What follows belongs to an exercise in optimizing a design on an open flow for a short achievable clock period and few clock cycles; a production flow would make more cautious choices. Where RTL was checked, it was by simulation tests only, not by an equivalence proof against the original. Power and IR drop assume default switching activity.

// datapath
module datapath (input clock, reset,
		 output [31:0] imem_addr,
		 input  [31:0] imem_rdata,
		 output        dmem_we,
		 output [31:0] dmem_addr, dmem_wdata,
		 input  [31:0] dmem_rdata);
reg [31:0] pc_f;
reg        v_d, pred_d;
reg [31:0] ins_d, pc4_d, btgt_d, rsv_d, rtv_d;
reg        he_rs, he_rt, hm_rs, hm_rt;	 
reg [31:0] a_e, b_e, sd_e, alt_e;
reg        sld_e, lta_e, ltb_e;
reg        we_e, ld_e, st_e, br_e, brl_e, bne_e, pred_e, mul_e, msg_e;
reg [4:0]  wr_e;
reg        arith_e, sub_e, xp_e, xg_e, xt_e, xn_e, sls_e, slu_e, mhi_e, mlo_e;
reg [31:0] res_m, sd_m;
reg        we_m, ld_m, st_m;
reg [4:0]  wr_m;
reg        bl_m, bne_l, pred_l;
reg [31:0] alt_l, cmpa_l, cmpb_l;
reg [31:0] ma, hi0, hi1;
reg [32:0] lo;
reg [50:0] mdig;
reg        msg, mv1, mv2, mv3;
reg [511:0] mrows8;
reg [191:0] mrows3;
reg [31:0] rf [1:31];
wire stall_d, redirect, redirect_m;
wire [31:0] redirect_pc;
wire [31:0] memval = ld_m ? dmem_rdata : res_m;
wire [31:0] ins_f = imem_rdata;
wire [4:0]  rs_f = ins_f[25:21];
wire [4:0]  rt_f = ins_f[20:16];
wire [31:0] pc4_f = pc_f + 32'd4;
wire [5:0]  op_f = ins_f[31:26];
wire jmp_f = op_f == 6'b000010;
wire beq_f = op_f == 6'b000100;
  ...
export LEC_CHECK = 0
export CAP_MARGIN = 20
export CORE_MARGIN = 2
export CORE_UTILIZATION = 40
export SETUP_SLACK_MARGIN = 3.0
export SLEW_MARGIN = 20
create_clock -name core_clock -period 5.8 [get_ports {clock}]
run.sh (not shown) runs the stock make flow with config.mk's settings and CLKGATE_MAP_FILE= SYNTH_SCRIPT=/design/flow/synth_recipe.tcl, a recipe that flattens the netlist after the stock synthesis.
The starting point went through all stages and came out clean.
Then changed:
==> flow/flow/run.sh (new file) <==
#!/bin/bash
# Layout flow: the standard flow, with synthesis mapping the logic through ABC with a
# delay-oriented script (flow/speed.abc) in place of the default one. Everything else,
# including the registers that synthesis produces, is the standard flow's.
set -euo pipefail
here=$(pwd)
bash standard.sh SYNTH_SCRIPT=$here/flow/synth.tcl finish > $here/standard.log 2>&1
==> flow/flow/speed.abc (new file) <==
&get -n
&st
&dch
&nf
&put
buffer -c
topo
stime -c
upsize -c
dnsize -c
==> flow/flow/synth.tcl (new file) <==
# The standard flow's synthesis script, with the ABC mapping script replaced by flow/speed.abc
set ::speed_abc [file join [file dirname [file normalize [info script]]] speed.abc]
proc abc {args} {
  set i [lsearch $args -script]
  lset args [expr {$i + 1}] $::speed_abc
  yosys abc {*}$args
}
source [file join [file dirname [file dirname [file normalize [info script]]]] synth_recipe.tcl]
==> flow/standard.sh (new file) <==
#!/bin/bash
# synth_recipe.tcl (not shown) runs the flow's synth.tcl, then flattens the netlist and writes it again
# the make line also repeats each setting of config.mk as NAME=value (left out here)
make -C /OpenROAD-flow-scripts/flow DESIGN_CONFIG=/design/flow/config.mk WORK_HOME=/design/flow/orfs CLKGATE_MAP_FILE= SYNTH_SCRIPT=/design/flow/synth_recipe.tcl "${@:-finish}"
removed: flow/run.sh
The changed run produced a clean layout.
Hold slack improves by 0.0053 ns.
Total power falls slightly.
Setup slack is better by 0.22 ns.
Die area hardly moves.
Count of clock-buffer cells in the layout is lower by 13.
No run of this note included a check of the RTL's function; only the layout flow was run.

---

## v6
Another version of the RTL of datapath (not shown whole).
For scale: ~160 I/O pins, ~160,000 um2 of cells after synthesis.
export LEC_CHECK = 0
export CAP_MARGIN = 25
export CORE_MARGIN = 2
export CORE_UTILIZATION = 40
export SETUP_SLACK_MARGIN = 3.2
export SLEW_MARGIN = 20
create_clock -name core_clock -period 5.8 [get_ports {clock}]
standard.sh (not shown) runs the stock make flow with config.mk's settings and CLKGATE_MAP_FILE= SYNTH_SCRIPT=/design/flow/synth_recipe.tcl, a recipe that flattens the netlist after the stock synthesis.
==> flow/flow/run.sh <==
#!/bin/bash
# Layout flow: the standard flow, with synthesis mapping the logic through ABC with a
# delay-oriented script (flow/speed.abc) in place of the default one. Everything else,
# including the registers that synthesis produces, is the standard flow's.
set -euo pipefail
here=$(pwd)
bash standard.sh SYNTH_SCRIPT=$here/flow/synth.tcl finish > $here/standard.log 2>&1
==> flow/flow/speed.abc <==
&get -n
&st
&dch
&nf
&put
buffer -c
topo
stime -c
upsize -c
dnsize -c
==> flow/flow/synth.tcl <==
# The standard flow's synthesis script, with the ABC mapping script replaced by flow/speed.abc
set ::speed_abc [file join [file dirname [file normalize [info script]]] speed.abc]
proc abc {args} {
  set i [lsearch $args -script]
  lset args [expr {$i + 1}] $::speed_abc
  yosys abc {*}$args
}
source [file join [file dirname [file dirname [file normalize [info script]]]] synth_recipe.tcl]
v6 ended with every stage complete and zero timing, DRC or antenna violations.
--- input diff v6..v7 ---
Settings: PLACE_DENSITY newly set to 0.72.
==> summary.txt <==
- Combinational group share of total power in v7 vs v6: up 0.9 points
- v6 → v7: final worst-path setup slack rose 0.011 ns, met3 global-route usage rose 1.5 points, global routing met1 resource utilization fell 1.4 points.
- From v6 to v7, total congestion overflow did not move at all.
- v7 vs. v6: clock-buffer cell count down 24, leakage dissipation down 0.60%.
Function was not checked in any run of this note: the RTL went through the layout flow alone.

---

## run 1
Another version of the RTL of datapath (not shown whole).
For scale: about 2700 flip-flops, ~160 I/O pins.
export LEC_CHECK = 0
export CAP_MARGIN = 25
export CORE_MARGIN = 2
export CORE_UTILIZATION = 40
export SETUP_SLACK_MARGIN = 3.2
export SLEW_MARGIN = 20
create_clock -name core_clock -period 5.8 [get_ports {clock}]
==> flow/flow/run.sh <==
#!/bin/bash
# Layout flow: the standard flow, with synthesis mapping all the logic, adders
# included, through ABC with a delay-oriented script (flow/speed.abc) in place of the
# default one and without the fixed full/half-adder cells, and the ports buffered with
# sky130_fd_sc_hd__buf_8 (the default choice is a slow delay cell). Everything else,
# including the registers that synthesis produces, is the standard flow's.
set -euo pipefail
here=$(pwd)
bash standard.sh SYNTH_SCRIPT=$here/flow/synth.tcl ADDER_MAP_FILE= "BUFFER_PORTS_ARGS=-buffer_cell sky130_fd_sc_hd__buf_8" finish > $here/standard.log 2>&1
Scripts as last shown in full above: flow/flow/speed.abc, flow/flow/synth.tcl
Run 1 went all the way through synthesis, placement and routing and the layout is clean on timing, DRC and antenna.
Testbench counts of run 1, summed over its fixed seeds: cycles 54,305.
Changes in run 2 relative to run 1:
==> flow/flow/run.sh <==
#!/bin/bash
# Layout flow: the standard flow, with synthesis mapping the logic through ABC with a
# delay-oriented script (flow/speed.abc) in place of the default one. Everything else,
# including the registers that synthesis produces, is the standard flow's.
set -euo pipefail
here=$(pwd)
bash standard.sh SYNTH_SCRIPT=$here/flow/synth.tcl finish > $here/standard.log 2>&1
Notes after the runs:
Delta (run 2 minus run 1): clock latency reported for the late side of the worst-skew pair now sits at about the same level; maximum clock frequency now sits lower; total design power now sits higher; layout-stage area growth over the synthesis result now sits higher; global-route usage now sits lower.
Against run 1, run 2 reports a number of clock buffers in the layout that is lower.
Post-layout instance area went up slightly going from run 1 to run 2.
For run 1, the critical path's slowest cell was sky130_fd_sc_hd__maj3_2, unlike run 2, where it was sky130_fd_sc_hd__nor4_4.
Going from run 1 to run 2, simple logic cell fraction of the synthesized area shrinks by 2.9 points.
In run 2, the setup slack came out 0.15 ns below the value in run 1.
Setup changes, run 2 to run 3
==> flow/flow/run.sh <==
#!/bin/bash
# Layout flow: the standard flow, with synthesis mapping the logic through ABC with a
# delay-oriented script (flow/speed.abc) in place of the default one, and the ports
# buffered with sky130_fd_sc_hd__buf_8 (the default choice is a slow delay cell).
# Everything else, including the registers that synthesis produces, is the standard flow's.
set -euo pipefail
here=$(pwd)
bash standard.sh SYNTH_SCRIPT=$here/flow/synth.tcl "BUFFER_PORTS_ARGS=-buffer_cell sky130_fd_sc_hd__buf_8" finish > $here/standard.log 2>&1
- The flow did not stop early for run 3: all stages ran, and the layout cleared the timing, design-rule and antenna checks.
- As far as area taken by flip-flops and latches is concerned, run 3 and run 2 perform about the same.
- Run 3 — count of non-CTS inverters in the layout 3 higher, run 2 as reference
- Final total power, run 3 and run 2: larger value in run 3

## re-timing with driven ports
The flow's constraints put no driver on any port. The routed layouts listed below were extracted and timed again, unchanged, in two steps. Step 1 (the two cells are an assumption about what drives the block):
set clk [get_ports {clock}]
set_driving_cell -lib_cell sky130_fd_sc_hd__clkbuf_16 $clk
set_driving_cell -lib_cell sky130_fd_sc_hd__buf_2 [delete_from_list [all_inputs] $clk]
Step 2 moves the port delays by t, midway between the first and last clock arrival at a register: inputs arrive t later, outputs are due t later. That takes back most of the time a late clock gives input paths. Three values: no drivers, after step 1, after step 2; two values: the first two.
run	t (ns)	slack for setup (ns)	latest minus earliest clock arrival (ns)	worst register clock-pin slew, ns	pins driven straight from the clock port
the first run of note 1	0.974	2.420 / 2.420 / 1.668	0.114 / 0.114	0.07 / 0.07	1
the second run of note 1	1.014	2.636 / 2.636 / 1.703	0.139 / 0.139	0.07 / 0.07	1
v6	1.078	2.780 / 2.665 / 1.770	0.126 / 0.127	0.07 / 0.07	1
v7	1.082	2.792 / 2.771 / 1.783	0.068 / 0.068	0.08 / 0.08	1
run 1	1.038	3.009 / 2.713 / 1.675	0.123 / 0.122	0.07 / 0.07	1
run 2	1.053	2.862 / 2.598 / 1.545	0.078 / 0.078	0.07 / 0.07	1
run 3	1.022	2.896 / 2.896 / 1.895	0.128 / 0.128	0.07 / 0.07	1
After both steps setup and hold are still met in every run listed. The setup slack of run 1, which loses most, moves by -0.296 ns with the drivers and by -1.334 ns with both steps.
